Context: an optimization exercise on an open-source flow, tuned for small area and a short achievable clock period. The choices shown serve that exercise and are no tape-out recipe.
At most, simulation tests tie the RTL to the original design; equivalence was not proved.
Power figures rest on the tool's default switching activity, not on a simulated workload.

## main
==> module FpAlign, before the edit <==
module FpAlign (
    input  [31:0] iA,
    input  [31:0] iB,
    output        oLs,
    output [7:0]  oLe,
    output [22:0] oLf,
    output [24:0] oSal,      
    output        oSticky,   
    output        oSub
);
    wire [7:0]  a_e = iA[30:23];
    wire [7:0]  b_e = iB[30:23];
    wire        a_larger = iA[30:0] > iB[30:0];
    wire        e_gt = a_e > b_e;
    wire        e_eq = a_e == b_e;
    wire [7:0]  d = e_gt ? a_e - b_e : b_e - a_e;
    wire [22:0] s_f  = e_gt ? iB[22:0] : iA[22:0];
    wire [22:0] s_fq = a_larger ? iB[22:0] : iA[22:0];
    assign oLs  = a_larger ? iA[31] : iB[31];
    assign oLe  = e_gt ? a_e : b_e;
    assign oLf  = a_larger ? iA[22:0] : iB[22:0];
    assign oSub = iA[31] ^ iB[31];
    wire   sez = (a_e == 8'b0) || (b_e == 8'b0);
    wire [24:0] x = {1'b1, s_f, 1'b0};
    assign oSal = e_eq ? {1'b1, s_fq, 1'b0} :
                  (sez || d[7:5] != 3'b0) ? 25'b0 : (x >> d[4:0]);
    wire [22:0] mask;
    genvar i;
    generate
        for (i = 0; i < 23; i = i + 1) begin : g_mask
            assign mask[i] = (d >= i + 2);
        end
    endgenerate
    assign oSticky = !sez && (d <= 8'd47) && ((d >= 8'd25) || |(s_f & mask));
endmodule
==> module FpNorm, before the edit <==
module FpNorm (
    input         iV,
    input         iLs,
    input  [7:0]  iLe,
    input  [22:0] iLf,
    input  [24:0] iSal,
    input         iSticky,
    input         iSub,
    output [31:0] oSum
);
    wire [25:0] lsh = {2'b01, iLf, 1'b0};
    wire [25:0] pre = lsh + ({1'b0, iSal} ^ {26{iSub}}) + (iSub & ~iSticky);
    reg [4:0] s;
    integer k;
    always @* begin
        s = 5'd31;
        for (k = 0; k < 26; k = k + 1)
            if (pre[k]) s = 25 - k;
    end
    wire [25:0] n5 = pre << s;
    wire [22:0] frac = n5[24:2];
    wire [7:0]  e    = iLe + 8'd1 - {3'b0, s};
    wire [25:0] top;
    genvar i;
    generate
        for (i = 0; i < 26; i = i + 1) begin : g_top
            assign top[25 - i] = ({1'b0, iLe[6:0]} + 8'd2 > i);
        end
    endgenerate
    wire underflow = iLe[7] && ((pre & top) == 26'b0);
    wire zero      = (pre == 26'b0);
    assign oSum = (!iV || iLe == 8'b0) ? 32'b0 :
                  (underflow || zero)  ? 32'b0 :
                  {iLs, e, frac};
endmodule
clock: 12.5 ns
lec_check: 0
cap_margin: 20
core_margin: 2
core_utilization: 40
setup_slack_margin: 5
slew_margin: 20
run.sh (not shown) runs the stock make flow with config.mk's settings and CLKGATE_MAP_FILE= SYNTH_SCRIPT=/design/flow/synth_recipe.tcl, a recipe that flattens the netlist after the stock synthesis.
Relative to main, the following input files were edited for the feature branch:
--- a/flow/design.v
+++ b/flow/design.v
@@ -12,19 +12,22 @@
     wire [7:0]  b_e = iB[30:23];
     wire        a_larger = iA[30:0] > iB[30:0];
     wire        e_gt = a_e > b_e;
     wire        e_eq = a_e == b_e;
+    wire        sub  = iA[31] ^ iB[31];
     wire [7:0]  d = e_gt ? a_e - b_e : b_e - a_e;
     wire [22:0] s_f  = e_gt ? iB[22:0] : iA[22:0];
     wire [22:0] s_fq = a_larger ? iB[22:0] : iA[22:0];
     assign oLs  = a_larger ? iA[31] : iB[31];
     assign oLe  = e_gt ? a_e : b_e;
     assign oLf  = a_larger ? iA[22:0] : iB[22:0];
-    assign oSub = iA[31] ^ iB[31];
+    assign oSub = sub;
     wire   sez = (a_e == 8'b0) || (b_e == 8'b0);
-    wire [24:0] x = {1'b1, s_f, 1'b0};
-    assign oSal = e_eq ? {1'b1, s_fq, 1'b0} :
-                  (sez || d[7:5] != 3'b0) ? 25'b0 : (x >> d[4:0]);
+    wire [24:0] x   = {1'b1, s_f, 1'b0} ^ {25{sub}};
+    wire [24:0] xq  = {1'b1, s_fq, 1'b0} ^ {25{sub}};
+    wire [55:0] xs  = {{31{sub}}, x} >> d[4:0];
+    assign oSal = e_eq ? xq :
+                  (sez || d[7:5] != 3'b0) ? {25{sub}} : xs[24:0];
     wire [22:0] mask;
     genvar i;
     generate
         for (i = 0; i < 23; i = i + 1) begin : g_mask
@@ -43,17 +46,21 @@
     input         iSub,
     output [31:0] oSum
 );
     wire [25:0] lsh = {2'b01, iLf, 1'b0};
-    wire [25:0] pre = lsh + ({1'b0, iSal} ^ {26{iSub}}) + (iSub & ~iSticky);
+    wire [25:0] pre = lsh + {iSub, iSal} + (iSub & ~iSticky);
     reg [4:0] s;
     integer k;
     always @* begin
         s = 5'd31;
         for (k = 0; k < 26; k = k + 1)
             if (pre[k]) s = 25 - k;
     end
-    wire [25:0] n5 = pre << s;
+    wire [25:0] n1 = s[4] ? {pre[9:0], 16'b0} : pre;
+    wire [25:0] n2 = s[3] ? {n1[17:0], 8'b0} : n1;
+    wire [25:0] n3 = s[2] ? {n2[21:0], 4'b0} : n2;
+    wire [25:0] n4 = s[1] ? {n3[23:0], 2'b0} : n3;
+    wire [25:0] n5 = s[0] ? {n4[24:0], 1'b0} : n4;
     wire [22:0] frac = n5[24:2];
     wire [7:0]  e    = iLe + 8'd1 - {3'b0, s};
     wire [25:0] top;
     genvar i;
==> run notes <==
Per the comparison of the feature branch with main, slew at the pin closest to its max-slew limit went up; clock network power share increased by 1.0 points relative to the old numbers.
Worst reg2reg path depth: main vs the feature branch identical
Compare the feature branch and main | area share of xor/xnor cells in the synthesized design higher: the feature branch
Row area of combinational cells with multiple inputs: the feature branch higher / main lower

---

Setup of run a:
The RTL this note starts from:
==> flow/design.v <==
module FpAlign (
    input  [31:0] iA,
    input  [31:0] iB,
    output        oLs,
    output [7:0]  oLe,
    output [22:0] oLf,
    output [24:0] oSal,      
    output        oSticky,   
    output        oSub
);
    wire [7:0]  a_e = iA[30:23];
    wire [7:0]  b_e = iB[30:23];
    wire [7:0]  d_ab = a_e - b_e;
    wire [7:0]  d_ba = b_e - a_e;
    wire        e_gt, e_lt, f_gt, f_lt;
    FpGreater #(.W(8))  CE (.iA(a_e), .iB(b_e), .oGt(e_gt), .oLt(e_lt));
    FpGreater #(.W(23)) CF (.iA(iA[22:0]), .iB(iB[22:0]), .oGt(f_gt), .oLt(f_lt));
    wire        e_eq = !e_gt && !e_lt;
    wire        a_larger = e_eq ? f_gt : e_gt;
    wire [7:0]  d = e_gt ? d_ab : d_ba;
    wire [31:0] l = a_larger ? iA : iB;
    wire [22:0] s_f = a_larger ? iB[22:0] : iA[22:0];
    assign oLs  = l[31];
    assign oLe  = l[30:23];
    assign oLf  = l[22:0];
    assign oSub = iA[31] ^ iB[31];
    wire   sez = (a_e == 8'b0) || (b_e == 8'b0);
    wire [24:0] x = {1'b1, s_f, 1'b0};
    assign oSal = (sez || d[7:5] != 3'b0) ? 25'b0 : (x >> d[4:0]);
    wire [22:0] mask;
    genvar i;
    generate
        for (i = 0; i < 23; i = i + 1) begin : g_mask
            assign mask[i] = (d >= i + 2);
        end
    endgenerate
    assign oSticky = !sez && (d <= 8'd47) && ((d >= 8'd25) || |(s_f & mask));
endmodule
module FpNorm (
    input         iV,        
    input         iLs,
    input  [7:0]  iLe,
    input  [22:0] iLf,
    input  [24:0] iSal,
    input         iSticky,
    input         iSub,
    output [31:0] oSum
);
    wire [25:0] lsh = {2'b01, iLf, 1'b0};
    wire [25:0] pre = lsh + ({1'b0, iSal} ^ {26{iSub}}) + (iSub & ~iSticky);
    reg [4:0] s;
    integer k;
    always @* begin
        s = 5'd31;
        for (k = 0; k < 26; k = k + 1)
            if (pre[k]) s = 25 - k;
    end
    wire [25:0] n5 = pre << s;
    wire [22:0] frac = n5[24:2];
    wire [7:0]  e    = iLe + 8'd1 - {3'b0, s};
    wire underflow = iLe[7] && ({3'b0, s} >= {1'b0, iLe[6:0]} + 8'd2);
    wire zero      = (pre == 26'b0);
    assign oSum = !iV                  ? 32'b0 :
                  (underflow || zero)  ? 32'b0 :
                  {iLs, e, frac};
endmodule
module FpGreater #(parameter W = 31) (
    input  [W-1:0] iA,
    input  [W-1:0] iB,
    output         oGt,
    output         oLt
);
    localparam N = 1 << $clog2(W);
    wire [2*N-2:0] g, l;
    genvar i;
    generate
        for (i = 0; i < N; i = i + 1) begin : g_leaf
            if (i < W) begin : g_bit
                assign g[N-1+i] = iA[i] & ~iB[i];
                assign l[N-1+i] = ~iA[i] & iB[i];
            end else begin : g_pad
                assign g[N-1+i] = 1'b0;
                assign l[N-1+i] = 1'b0;
            end
        end
        for (i = N - 2; i >= 0; i = i - 1) begin : g_node
            assign g[i] = g[2*i+2] | (~l[2*i+2] & g[2*i+1]);
            assign l[i] = l[2*i+2] | (~g[2*i+2] & l[2*i+1]);
        end
    endgenerate
    assign oGt = g[0];
    assign oLt = l[0];
endmodule
`timescale 1ns/10ps
module fp_adder_synth (data, value, row, clk, rst);
    output [31:0] data;
    input  [31:0] value;
    input  [31:0] row;
    input         clk;
    input         rst;
    wire        l_s;
    wire [7:0]  l_e;
    wire [22:0] l_f;
    wire [24:0] s_al;
    wire        s_sticky;
    wire        op_sub;
    FpAlign AL (.iA(value), .iB(row), .oLs(l_s), .oLe(l_e), .oLf(l_f),
                .oSal(s_al), .oSticky(s_sticky), .oSub(op_sub));
    reg         r_v;
    reg         r_ls;
    reg  [7:0]  r_le;
    reg  [22:0] r_lf;
    reg  [24:0] r_sal;
    reg         r_sticky;
    reg         r_sub;
    wire both_ez = (value[30:23] == 8'b0) && (row[30:23] == 8'b0);
    always @(posedge clk) begin
        r_v      <= rst && !both_ez;
        r_ls     <= l_s;
        r_le     <= l_e;
        r_lf     <= l_f;
        r_sal    <= s_al;
        r_sticky <= s_sticky;
        r_sub    <= op_sub;
    end
    wire [31:0] sum;
    FpNorm NM (.iV(r_v), .iLs(r_ls), .iLe(r_le), .iLf(r_lf), .iSal(r_sal),
               .iSticky(r_sticky), .iSub(r_sub), .oSum(sum));
    reg [31:0] data;
    always @(posedge clk) begin
        if (!rst)
            data <= 32'b0;
        else
            data <= sum;
    end
endmodule
clock: 12.5 ns
lec_check: 0
abc_area: 1
cap_margin: 20
core_margin: 2
core_utilization: 40
slew_margin: 20
standard.sh (not shown) runs the stock make flow with config.mk's settings and CLKGATE_MAP_FILE= SYNTH_SCRIPT=/design/flow/synth_recipe.tcl, a recipe that flattens the netlist after the stock synthesis.
==> flow/flow/run.sh <==
#!/bin/bash
# Standard synthesis and layout; the port buffers use plain buffers instead
# of the default delay cells, and timing repair aims for more setup slack.
set -euo pipefail
bash standard.sh BUFFER_PORTS_ARGS="-buffer_cell sky130_fd_sc_hd__buf_1" SETUP_SLACK_MARGIN=6.5 finish > standard.log 2>&1
What run b does differently from run a at the input level:
==> flow/design.v, changed modules only <==
module FpAlign (
    input  [31:0] iA,
    input  [31:0] iB,
    output        oLs,
    output [7:0]  oLe,
    output [22:0] oLf,
    output [24:0] oSal,      
    output        oSticky,   
    output        oSub
);
    wire a_larger = iA[30:0] > iB[30:0];
    wire [7:0]  a_e = iA[30:23];
    wire [7:0]  b_e = iB[30:23];
    wire [7:0]  d_ab = a_e - b_e;
    wire [7:0]  d_ba = b_e - a_e;
    wire [7:0]  d = a_larger ? d_ab : d_ba;
    wire [31:0] l = a_larger ? iA : iB;
    wire [22:0] s_f = a_larger ? iB[22:0] : iA[22:0];
    wire [7:0]  s_e = a_larger ? b_e : a_e;
    assign oLs  = l[31];
    assign oLe  = l[30:23];
    assign oLf  = l[22:0];
    assign oSub = iA[31] ^ iB[31];
    wire   sez = (a_e == 8'b0) || (b_e == 8'b0);
    wire [24:0] x = {1'b1, s_f, 1'b0};
    assign oSal = (sez || d[7:5] != 3'b0) ? 25'b0 : (x >> d[4:0]);
    wire [22:0] mask;
    genvar i;
    generate
        for (i = 0; i < 23; i = i + 1) begin : g_mask
            assign mask[i] = (d >= i + 2);
        end
    endgenerate
    assign oSticky = !sez && (d <= 8'd47) && ((d >= 8'd25) || |(s_f & mask));
endmodule
module FpNorm (
    input         iV,        
    input         iLs,
    input  [7:0]  iLe,
    input  [22:0] iLf,
    input  [24:0] iSal,
    input         iSticky,
    input         iSub,
    output [31:0] oSum
);
    wire [25:0] lsh = {2'b01, iLf, 1'b0};
    wire [25:0] pre = lsh + ({1'b0, iSal} ^ {26{iSub}}) + (iSub & ~iSticky);
    reg [4:0] s;
    integer k;
    always @* begin
        s = 5'd31;
        for (k = 0; k < 26; k = k + 1)
            if (pre[k]) s = 25 - k;
    end
    wire [25:0] n5 = pre << s;
    wire [22:0] frac = n5[24:2];
    wire [7:0]  e    = iLe + 8'd1 - {3'b0, s};
    wire [25:0] top;
    genvar i;
    generate
        for (i = 0; i < 26; i = i + 1) begin : g_top
            assign top[25 - i] = ({1'b0, iLe[6:0]} + 8'd2 > i);
        end
    endgenerate
    wire underflow = iLe[7] && ((pre & top) == 26'b0);
    wire zero      = (pre == 26'b0);
    assign oSum = !iV                  ? 32'b0 :
                  (underflow || zero)  ? 32'b0 :
                  {iLs, e, frac};
endmodule
// module FpGreater removed
==> comparison <==
Relative to run a, pin count of the biggest net entering global routing has decreased by 5 in run b.
Going from run a to run b, the area after synthesis was found to have gone up by about 4%.
Relative to run a, final hold slack increased by 3.5 ps in run b.
When the final numbers for run a and run b were put side by side, the wire length turned out to be smaller in run a.
On delay of the slowest critical-path stage: run b sits above run a.
For run a, only the layout was checked, not whether the RTL still works.

[afterwards: timing with drivers on the ports]
The results above use ideal ports. As a check the final layouts listed here were re-extracted and re-timed, cells and wires unchanged. Step 1, drivers: a clkbuf_16 drives clk and a buf_2 each remaining input, both assumed. Step 2 adds t to the input delays and takes it off the output delays; t is the mean of the earliest and latest rising clock arrival at the registers after step 1. Input paths then give back, and output paths get back, about the clock's delay inside the block. Three values: ideal ports, drivers, drivers and shift; two values: the first two.
run	t (ns)	slack for setup (ns)	hold slack, ns
main	0.397	5.369 / 5.389 / 4.992	0.514 / 0.514 / 0.514
the feature branch	0.392	5.361 / 5.377 / 4.985	0.428 / 0.428 / 0.428
run a	0.384	6.800 / 6.807 / 6.423	0.415 / 0.415 / 0.415
run b	0.400	6.735 / 6.760 / 6.360	0.419 / 0.419 / 0.419
After both steps setup and hold are still met in every run listed.
